This design comes from an exercise in tuning for small area on the open sky130 flow, not from production work. Only simulation tests tie the RTL to the original design; equivalence was not proved. Power figures rest on the tool's default switching activity, not on a simulated workload.

Setup of epsilon:
==> flow/design.v <==
module digital_clock(
    input sys_clk_in,
    input reset,
    input switch,
    input freq_switch1,
    input freq_switch2,
    input pause_switch,
    input direction_switch,
    output [83:0] binary_out,
    output [7:0] display_out,
    output [7:0] seg_control
);
reg [17:0] tbn;                 
wire [17:0] tb = ~tbn;
wire [4:0] c24 = tb[4:0];     
wire [5:0] c60 = tb[10:5];    
wire [4:0] c30 = tb[15:11];   
wire [1:0] c4  = tb[17:16];
wire t24 = &c24;
wire t60 = t24 & (&c60);
wire t30 = t60 & (&c30);
wire [17:0] tb_inc = tb + 18'd1;
always @(posedge sys_clk_in or negedge reset)
    if (!reset)
        tbn <= 18'h00000;
    else
        tbn <= ~tb_inc & ~{2'b00, 3'b000, t30, 1'b0, 3'b000, t60, 2'b00, 1'b0, t24, 3'b000};
wire super_f = ~c24[0];
wire fast_f  = ~c60[0];
wire mid_f   = ~c30[0];
wire slow_f  = ~c4[1];
reg sel;
always @(*)
    case ({freq_switch2, freq_switch1})
        2'b00: sel = slow_f;
        2'b01: sel = mid_f;
        2'b10: sel = fast_f;
        default: sel = super_f;
    endcase
reg sel_q;
reg rot_tick;
always @(posedge sys_clk_in or negedge reset)
    if (!reset) begin
        sel_q <= 1'b0;
        rot_tick <= 1'b0;
    end else begin
        sel_q <= sel;
        rot_tick <= t30 & c4[0];
    end
wire tick = sel & ~sel_q;
reg [1:0] d1;
reg [3:0] d0;
reg [1:0] h1;
reg [3:0] h0;
reg [2:0] m1;
reg [3:0] m0;
reg [2:0] s1;
reg [3:0] s0;
wire loaded = |d0;
wire e0 = tick & loaded;
wire e1 = e0 & s0[3] & s0[0];
wire e2 = e1 & s1[2] & s1[0];
wire e3 = e2 & m0[3] & m0[0];
wire e4 = e3 & m1[2] & m1[0];
wire e5 = e4 & h0[0] & (h0[3] | (h1[1] & h0[1]));
wire e6 = e5 & h1[1];
wire d1_3 = d1[1] & d1[0];
wire e6d = e6 & ~d1_3;
wire e7 = e6 & (d1_3 | (d0[3] & d0[0]));
always @(posedge sys_clk_in or negedge reset)
    if (!reset) begin
        d1 <= 2'd0; d0 <= 4'd0; h1 <= 2'd0; h0 <= 4'd0;
        m1 <= 3'd0; m0 <= 4'd0; s1 <= 3'd0; s0 <= 4'd0;
    end else begin
        s0[0] <= s0[0] ^ e0;
        s0[1] <= s0[1] ^ (e0 & s0[0] & ~s0[3]);
        s0[2] <= s0[2] ^ (e0 & s0[0] & s0[1]);
        s0[3] <= s0[3] ^ (e0 & s0[0] & (s0[3] | (s0[1] & s0[2])));
        s1[0] <= s1[0] ^ e1;
        s1[1] <= s1[1] ^ (e1 & s1[0] & ~s1[2]);
        s1[2] <= s1[2] ^ (e1 & s1[0] & (s1[1] | s1[2]));
        m0[0] <= m0[0] ^ e2;
        m0[1] <= m0[1] ^ (e2 & m0[0] & ~m0[3]);
        m0[2] <= m0[2] ^ (e2 & m0[0] & m0[1]);
        m0[3] <= m0[3] ^ (e2 & m0[0] & (m0[3] | (m0[1] & m0[2])));
        m1[0] <= m1[0] ^ e3;
        m1[1] <= m1[1] ^ (e3 & m1[0] & ~m1[2]);
        m1[2] <= m1[2] ^ (e3 & m1[0] & (m1[1] | m1[2]));
        h0[0] <= h0[0] ^ e4;
        h0[1] <= h0[1] ^ (e4 & h0[0] & ~h0[3]);
        h0[2] <= h0[2] ^ (e4 & h0[0] & h0[1] & ~h1[1]);
        h0[3] <= h0[3] ^ (e4 & h0[0] & (h0[3] | (h0[1] & h0[2])));
        h1[0] <= h1[0] ^ (e5 & ~h1[1]);
        h1[1] <= h1[1] ^ (e5 & (h1[0] | h1[1]));
        d0[0] <= (d0[0] ^ (e6d & ~(d0[3] & d0[0]))) | (tick & ~loaded);
        d0[1] <= d0[1] ^ (e6d & d0[0] & ~d0[3]);
        d0[2] <= d0[2] ^ (e6d & d0[0] & d0[1]);
        d0[3] <= d0[3] ^ (e6d & d0[0] & (d0[3] | (d0[1] & d0[2])));
        d1[0] <= d1[0] ^ e7;
        d1[1] <= d1[1] ^ (e7 & d1[0]);
    end
wire [3:0] A = {4{loaded}} & 4'hA;
wire [83:0] word = {{16{loaded}} & 16'h2025, A, {8{loaded}} & 8'h05, A,
                    2'b00, d1, d0, A, 2'b00, h1, h0, A,
                    1'b0, m1, m0, A, 1'b0, s1, s0, A, {4{loaded}} & 4'hF};
reg [1:0] pa;    
reg [2:0] pb;    
wire pstep = rot_tick & ~pause_switch;
always @(posedge sys_clk_in or negedge reset)
    if (!reset) begin
        pa <= 2'b00;
        pb <= 3'b000;
    end else if (pstep) begin
        if (!direction_switch) begin
            pa <= {pa[0], ~(pa[1] ^ pa[0])};
            pb <= {pb[1], pb[0], ~(pb[2] ^ pb[1])};
        end else begin
            pa <= {~(pa[0] ^ pa[1]), pa[1]};
            pb <= {~(pb[0] ^ pb[2]), pb[2], pb[1]};
        end
    end
reg [2:0] ah;    
reg [6:0] bh;    
always @(*) begin
    ah = 3'd0;
    case (pa)
        2'b00: ah[0] = 1'b1;
        2'b01: ah[1] = 1'b1;
        default: ah[2] = 1'b1;
    endcase
    bh = 7'd0;
    case (pb)
        3'd0: bh[0] = 1'b1;
        3'd1: bh[1] = 1'b1;
        3'd3: bh[2] = 1'b1;
        3'd6: bh[3] = 1'b1;
        3'd5: bh[4] = 1'b1;
        3'd2: bh[5] = 1'b1;
        default: bh[6] = 1'b1;
    endcase
end
reg [83:0] sa;
reg [83:0] rot;
integer i, j, s;
always @(*) begin
    sa = 84'd0;
    for (i = 0; i < 21; i = i + 1)
        for (s = 0; s < 7; s = s + 1)
            if (bh[s]) sa[4*i +: 4] = sa[4*i +: 4] | word[4*((i + 21 - 3*((5*s) % 7)) % 21) +: 4];
    rot = 84'd0;
    for (j = 0; j < 21; j = j + 1)
        for (s = 0; s < 3; s = s + 1)
            if (ah[s]) rot[4*j +: 4] = rot[4*j +: 4] | sa[4*((j + 21 - 7*s) % 21) +: 4];
end
assign binary_out = rot;
reg [11:0] x;
wire x_end = (x[11:8] == 4'b0011) & (x[6:3] == 4'b0101) & (x[1:0] == 2'b10);
wire stick = x_end & (c24[1:0] == 2'b00);
reg [2:0] kk;    
reg started;
always @(posedge sys_clk_in or negedge reset)
    if (!reset) begin
        x <= 12'd2455;
        kk <= 3'd0;
        started <= 1'b0;
    end else begin
        x <= {x[10:1], x[0] | x_end, x[0] ^ x[11]};
        if (stick) begin
            kk <= kk + 3'd1;
            started <= 1'b1;
        end
    end
reg [3:0] nib;
always @(*)
    case (kk)
        3'd1: nib = binary_out[31:28];
        3'd2: nib = binary_out[27:24];
        3'd3: nib = binary_out[23:20];
        3'd4: nib = binary_out[19:16];
        3'd5: nib = binary_out[15:12];
        3'd6: nib = binary_out[11:8];
        3'd7: nib = binary_out[7:4];
        default: nib = binary_out[3:0];
    endcase
reg [6:0] seg;
wire [3:0] nibg = nib | {4{~started}};
always @(*)
    case (nibg)
        4'd0: seg = 7'b0000001;
        4'd1: seg = 7'b1001111;
        4'd2: seg = 7'b0010010;
        4'd3: seg = 7'b0000110;
        4'd4: seg = 7'b1001100;
        4'd5: seg = 7'b0100100;
        4'd6: seg = 7'b0100000;
        4'd7: seg = 7'b0001111;
        4'd8: seg = 7'b0000000;
        4'd9: seg = 7'b0000100;
        4'd10: seg = 7'b1111110;
        default: seg = 7'b1111111;
    endcase
assign display_out = {seg, 1'b1};
reg [7:0] sc;
always @(*)
    case (kk)
        3'd1: sc = 8'b0111_1111;
        3'd2: sc = 8'b1011_1111;
        3'd3: sc = 8'b1101_1111;
        3'd4: sc = 8'b1110_1111;
        3'd5: sc = 8'b1111_0111;
        3'd6: sc = 8'b1111_1011;
        3'd7: sc = 8'b1111_1101;
        default: sc = 8'b1111_1110;
    endcase
assign seg_control = started ? sc : 8'hFF;
endmodule
Settings: LEC_CHECK=0, CAP_MARGIN=20, CORE_MARGIN=2, CORE_UTILIZATION=40, SLEW_MARGIN=20; clock period 10.0 ns.
standard.sh (not shown) runs the stock make flow with config.mk's settings and CLKGATE_MAP_FILE= SYNTH_SCRIPT=/design/flow/synth_recipe.tcl, a recipe that flattens the netlist after the stock synthesis.
==> flow/flow/run.sh <==
#!/bin/bash
# Own flow: the standard layout (standard.sh), with the synthesis's
# technology mapping done by an area-oriented ABC script (flow/area.abc) in
# place of ORFS's. Everything else, including every register, is the
# standard synthesis's. Ports are buffered with buf_1, and the clock tree is
# built from clkbuf_4 without dummy loads. Adders are left to ABC (no
# extract_fa), placement is not timing-driven, and repair aims at the
# library's own slew and capacitance limits. Each tool's full output is kept in the work folder:
# ORFS's per-step logs under orfs/logs/, and make's output in flow_make.log.
set -euo pipefail
W=$(pwd)
cat > "$W/area_synth.tcl" <<EOF
proc abc {args} {
  set i [lsearch -exact \$args -script]
  if {\$i >= 0} { lset args [expr {\$i + 1}] {$W/flow/area.abc} }
  yosys abc {*}\$args
}
source {$W/synth_recipe.tcl}
EOF
bash "$W/standard.sh" "SYNTH_SCRIPT=$W/area_synth.tcl" \
  "BUFFER_PORTS_ARGS=-buffer_cell sky130_fd_sc_hd__buf_1" \
  "CTS_ARGS=-sink_clustering_enable -repair_clock_nets -buf_list sky130_fd_sc_hd__clkbuf_4 -dont_use_dummy_load" \
  "ADDER_MAP_FILE=" GPL_TIMING_DRIVEN=0 CAP_MARGIN=0 SLEW_MARGIN=0 \
  finish > "$W/flow_make.log" 2>&1
==> flow/flow/area.abc <==
strash
dc2
dch -f
amap -m -F 4 -A 10
strash
dc2
dch -f
amap -m -F 4 -A 10
strash
dc2
dch -f
amap -m -F 4 -A 10
topo
Modified inputs, delta compared to epsilon
diff --git a/flow/flow/run.sh b/flow/flow/run.sh
--- a/flow/flow/run.sh
+++ b/flow/flow/run.sh
@@ -5,5 +5,3 @@
 # standard synthesis's. Ports are buffered with buf_1, and the clock tree is
-# built from clkbuf_4 without dummy loads. Adders are left to ABC (no
-# extract_fa), placement is not timing-driven, and repair aims at the
-# library's own slew and capacitance limits. Each tool's full output is kept in the work folder:
+# built from clkbuf_4 without dummy loads. Each tool's full output is kept in the work folder:
 # ORFS's per-step logs under orfs/logs/, and make's output in flow_make.log.
@@ -22,3 +20,2 @@
   "CTS_ARGS=-sink_clustering_enable -repair_clock_nets -buf_list sky130_fd_sc_hd__clkbuf_4 -dont_use_dummy_load" \
-  "ADDER_MAP_FILE=" GPL_TIMING_DRIVEN=0 CAP_MARGIN=0 SLEW_MARGIN=0 \
   finish > "$W/flow_make.log" 2>&1
==> flow/flow/area.abc <==
strash
dch -f
amap
topo
==> comparison <==
- epsilon -> delta: sequential power decreased by more than 10%
- delta: relative contribution of combinational cells to total power is 5.2 points lower than what epsilon reported.
- epsilon → delta: placed instance count up 78; half-perimeter wire length of the detailed placement result up about 3%; part of the power in the clock network up 2.6 points.

==> static timing again, ports no longer ideal <==
How much do the figures lean on ideal ports? The routed layouts below were timed once more, with nothing changed but the port constraints.
Step 1, drivers: a clkbuf_16 drives sys_clk_in and a buf_2 each remaining input, both assumed.
Step 2 times the ports against the registers' clock, not the clock port: input delays grow and output delays shrink by t, the midpoint of the rising clock arrivals with the driver on.
Three values: ideal, step 1, step 2; two values: the first two.
| run | t, ns | setup WS [ns] | latest minus earliest clock arrival (ns) | worst slew at a driven data input, ns |
|---|---|---|---|---|
| epsilon | 0.401 | 2.072 / 2.040 / 2.441 | 0.051 / 0.051 | 0.03 |
| delta | 0.425 | 2.190 / 2.159 / 2.584 | 0.041 / 0.040 | 0.03 |
After both steps setup and hold are still met in every run listed.
